This is an optimization exercise on Yosys and OpenROAD, whose aim is small area, not a production implementation.
The RTL was checked by simulation tests, not by an equivalence proof against the original design.

File: design/flow/config.mk
export PLATFORM = sky130hd
export DESIGN_NAME = Convolution3x3
export DESIGN_NICKNAME = Convolution3x3
export VERILOG_FILES = /design/flow/design.v
export SDC_FILE = /design/flow/constraint.sdc
export NUM_CORES = 4
export LEC_CHECK = 0
export CAP_MARGIN = 20
export CORE_MARGIN = 2
export CORE_UTILIZATION = 40
export SLEW_MARGIN = 20
File: design/flow/run.sh
#!/bin/bash
# synth_recipe.tcl (not shown) runs the flow's synth.tcl, then flattens the netlist and writes it again
# the make line also repeats each setting of config.mk as NAME=value (left out here)
make -C /OpenROAD-flow-scripts/flow DESIGN_CONFIG=/design/flow/config.mk WORK_HOME=/design/flow/orfs CLKGATE_MAP_FILE= SYNTH_SCRIPT=/design/flow/synth_recipe.tcl finish
File: design/flow/design.v
module Convolution3x3 (
    input clk,               
    input rst_n,             
    input [71:0] input_patch,  
    input [71:0] kernel,       
    input [7:0] bias,        
    output reg [9:0] output_pixel   
);
    always @(posedge clk or negedge rst_n) begin
        if (!rst_n) begin
            output_pixel <= 10'b0;
        end else begin
            output_pixel[7:0] = 
                input_patch[0*8 +: 8] * kernel[0*8 +: 8] + 
                input_patch[1*8 +: 8] * kernel[1*8 +: 8] + 
                input_patch[2*8 +: 8] * kernel[2*8 +: 8] +
                input_patch[3*8 +: 8] * kernel[3*8 +: 8] + 
                input_patch[4*8 +: 8] * kernel[4*8 +: 8] + 
                input_patch[5*8 +: 8] * kernel[5*8 +: 8] +
                input_patch[6*8 +: 8] * kernel[6*8 +: 8] + 
                input_patch[7*8 +: 8] * kernel[7*8 +: 8] + 
                input_patch[8*8 +: 8] * kernel[8*8 +: 8];
            output_pixel[7:0] = output_pixel[7:0] + bias[7:0];
        end
    end
endmodule
File: design/flow/constraint.sdc
create_clock -name core_clock -period 10.0 [get_ports {clk}]
set_input_delay 2.0000 -clock core_clock [delete_from_list [all_inputs] [get_ports {clk}]]
set_output_delay 2.0000 -clock core_clock [all_outputs]
set_load 0.01 [all_outputs]
==> notes.md <==
Yosys cell counts:
| master | number |
|---|---|
| sky130_fd_sc_hd__a21o_1 | 2 |
| sky130_fd_sc_hd__a21oi_1 | 2 |
| sky130_fd_sc_hd__and2_1 | 169 |
| sky130_fd_sc_hd__buf_4 | 2 |
| sky130_fd_sc_hd__conb_1 | 1 |
| sky130_fd_sc_hd__dfrtp_1 | 8 |
| sky130_fd_sc_hd__fa_1 | 178 |
| sky130_fd_sc_hd__ha_1 | 144 |
| sky130_fd_sc_hd__inv_1 | 245 |
| sky130_fd_sc_hd__nand2_1 | 155 |
| sky130_fd_sc_hd__xnor2_1 | 112 |
| sky130_fd_sc_hd__xnor3_1 | 6 |
| sky130_fd_sc_hd__xor2_1 | 22 |
area by class of cell:
| cell class | instances | area, sq um | share of cell area |
|---|---|---|---|
| timing repair buffer | 164 | 1634 | 0.1412 |
| multi-input combinational | 792 | 8346 | 0.7211 |
| clock buffer | 3 | 75.07 | 0.006486 |
| inverter | 245 | 919.6 | 0.07946 |
| sequential | 8 | 200.2 | 0.01730 |
| tap | 319 | 399.1 | 0.03449 |
kinds of logic (layout without fill, tap and decap cells):
kind of cell,count (synthesis),in the layout,share of synthesized area
buffers and inverters,247,412,0.09863
AOI/OAI and AO/OA,4,4,0.002640
adders and majority gates,322,322,0.5661
xor gates and xnor gates,140,140,0.1381
DFF,8,8,0.02112
and+or+nand+nor,324,324,0.1730
other,1,2,0.0003957
metal layers:
layer	vias to the layer above	share of wire	global-route usage
met3	14	0.038	0.01341
met1	3293	0.47	0.2754
met4	0	0.021	0.03983
met5	-	0	0
met2	142	0.47	0.3437
li1	3382	-	-
metrics by stage:
| stage | util | cell area (sq um) | setup slack (ns) | cells |
|---|---|---|---|---|
| 5_1_grt | 0.4960 | 11570 | 0.1591 | 1531 |
| 3_5_place_dp | 0.4928 | 11500 | 0.2615 | 1528 |
| 4_1_cts | 0.4960 | 11570 | 0.4597 | 1531 |
| 3_3_place_gp | 0.4928 | 11500 | 0.3239 | 1528 |
| 6_report | 0.4960 | 11570 | 0.5022 | 1531 |
| 2_1_floorplan | - | 9480 | 1.053 | 1047 |
worst max-delay path, stage by stage:
cell                              delay, ns
sky130_fd_sc_hd__clkdlybuf4s50_1       0.49
sky130_fd_sc_hd__and2_1                0.21
sky130_fd_sc_hd__fa_1                  0.50
sky130_fd_sc_hd__inv_1                 0.05
sky130_fd_sc_hd__fa_1                  0.51
sky130_fd_sc_hd__inv_1                 0.05
sky130_fd_sc_hd__fa_1                  0.48
sky130_fd_sc_hd__inv_1                 0.06
sky130_fd_sc_hd__fa_1                  0.52
sky130_fd_sc_hd__inv_1                 0.05
sky130_fd_sc_hd__fa_1                  0.48
sky130_fd_sc_hd__inv_1                 0.06
sky130_fd_sc_hd__fa_1                  0.53
sky130_fd_sc_hd__inv_1                 0.06
sky130_fd_sc_hd__fa_1                  0.48
sky130_fd_sc_hd__fa_1                  0.50
sky130_fd_sc_hd__fa_1                  0.49
sky130_fd_sc_hd__inv_1                 0.05
sky130_fd_sc_hd__fa_1                  0.48
sky130_fd_sc_hd__inv_1                 0.04
sky130_fd_sc_hd__ha_1                  0.31
sky130_fd_sc_hd__a21o_1                0.19
sky130_fd_sc_hd__a21oi_1               0.17
sky130_fd_sc_hd__xnor2_1               0.15
sky130_fd_sc_hd__xnor2_1               0.15
sky130_fd_sc_hd__xnor2_1               0.16
sky130_fd_sc_hd__xnor3_1               0.34
final timing paths:
path / startpoint / to / cells after the start
min in group core_clock: bias[0] / output_pixel[0] / 5
max: kernel[1] / output_pixel[7] / 27
min: rst_n / output_pixel[2] / 1
max in group asynchronous: rst_n / output_pixel[4] / 1
==> qor.txt <==
most flop-heavy register -> output_pixel
clock-pin slew reported for the worst setup and hold paths after clock tree synthesis -> 0.04 ns
starting density of the core -> 0.4062
layout cells sized above 1 -> 0.004950
critical path peak fanout -> 7
most common library cell in the layout ignoring fill and taps -> sky130_fd_sc_hd__inv_1
Data required, critical path -> 10.09 ns
standard-cell row count -> 56
Top-Level Pins -> 164
final count of hold timing violations -> 0
final setup violating endpoints -> 0
Netlist Area Pre-Place -> 9477 sq um
final critical-path share of the clock period -> 0.9498
placeable core region -> 23330 sq um
length of the first detailed-routing pass in iterations -> 4
post-synthesis sequential element count -> 8
Routed wire per std cell -> 15.32 um
Port Buffers -> 161
CTS hold repair buffers -> 0
share of the yosys chip area belonging to registers -> 0.02112
Inserted Clock Buffers -> 3
result of the run -> timing/DRC/antenna clean
Post-Route Hold Slack -> 2.039 ns
gp weighted congestion -> 0.8622
Routed Antenna Nets -> 0
Largest register FFs -> 8
Total Nets Final -> 1690
WP data arrival -> 9.59 ns
total congestion overflow -> 0
wire length after detailed routing -> 23460 um
ranking of synthesized cells by area -> sky130_fd_sc_hd__fa_1, sky130_fd_sc_hd__ha_1, sky130_fd_sc_hd__and2_1
mean number of vias per cell -> 4.462
fill count -> 2231
post-CTS setup repair buffer count -> 0
vertical die dimension -> 157.9 um
nature of the critical path startpoint -> input pin
full die area -> 24940 sq um
antenna cell count -> 0
shortest clock period the worst path allows after layout -> 9.498 ns
CTS Root Cell -> sky130_fd_sc_hd__clkbuf_16
area growth from synthesis to layout -> 22.13%
# DRC -> 0
total number of vias -> 6831
pin count of the biggest net entering global routing -> 9
leading registers by flop count -> output_pixel (8)
most frequent cells in the layout -> sky130_fd_sc_hd__inv_1, sky130_fd_sc_hd__fa_1, sky130_fd_sc_hd__and2_1, sky130_fd_sc_hd__clkdlybuf4s50_1, sky130_fd_sc_hd__nand2_1
HPWL after DPL -> 22000 um
number of DRC markers in iteration 0 -> 206
yosys synthesis warning count -> 1
vias in the first global route -> 7520
area fraction of the dominant cell type after synthesis -> 0.3760
antenna violations before repair -> 0
synthesized area divided by synthesized cell count -> 9.060 sq um
Sink Count -> 8
type of element capturing the critical path -> register
Hold/Removal Path Class -> in2async
wire length of the first global-routing pass -> 38290 um
Post-Synthesis Cells -> 1046
horizontal die dimension -> 157.9 um
Setup TNS Final -> 0 ns
total of cells resized after clock tree synthesis -> 0
setup repair after global routing missed its margin -> false
fin. max-slew vios -> 0
synth unique cells -> 13
count of max-cap constraint violations -> 0
maximum operating frequency -> 0.1053 GHz
clock tree from TritonCTS -> built
Total GRT Usage -> 0.1988
critical path type -> in2reg
number of levels the H-tree was split into -> 1
largest area contributor in the synthesized netlist -> sky130_fd_sc_hd__fa_1
maximum buffer depth of the clock tree -> 2

-- port drivers added, routing unchanged --
The flow's constraints put no driver on any port. The routed layout listed below was extracted and timed again, unchanged, in two steps.
Step 1 (the two cells are an assumption about what drives the block):
set clk [get_ports {clk}]
set_driving_cell -lib_cell sky130_fd_sc_hd__clkbuf_16 $clk
set_driving_cell -lib_cell sky130_fd_sc_hd__buf_2 [delete_from_list [all_inputs] $clk]
Step 2 also shifts input and output timing later by t, the mid clock arrival at the registers, as if the neighbouring blocks saw the same clock.
Slacks: no drivers / after step 1 / after step 2; pairs: no drivers / after step 1.
t (ns): 0.251
setup WS [ns]: 0.502 / 0.503 / 0.253
latest minus earliest clock arrival (ns): 0.001 / 0.001
slew at the worst register clock pin (ns): 0.04 / 0.04
worst slew at a driven data input, ns: 0.04
After both steps setup and hold are still met in this run. For this run, drivers alone change the setup slack by +0.001 ns; drivers and shift together by -0.249 ns.
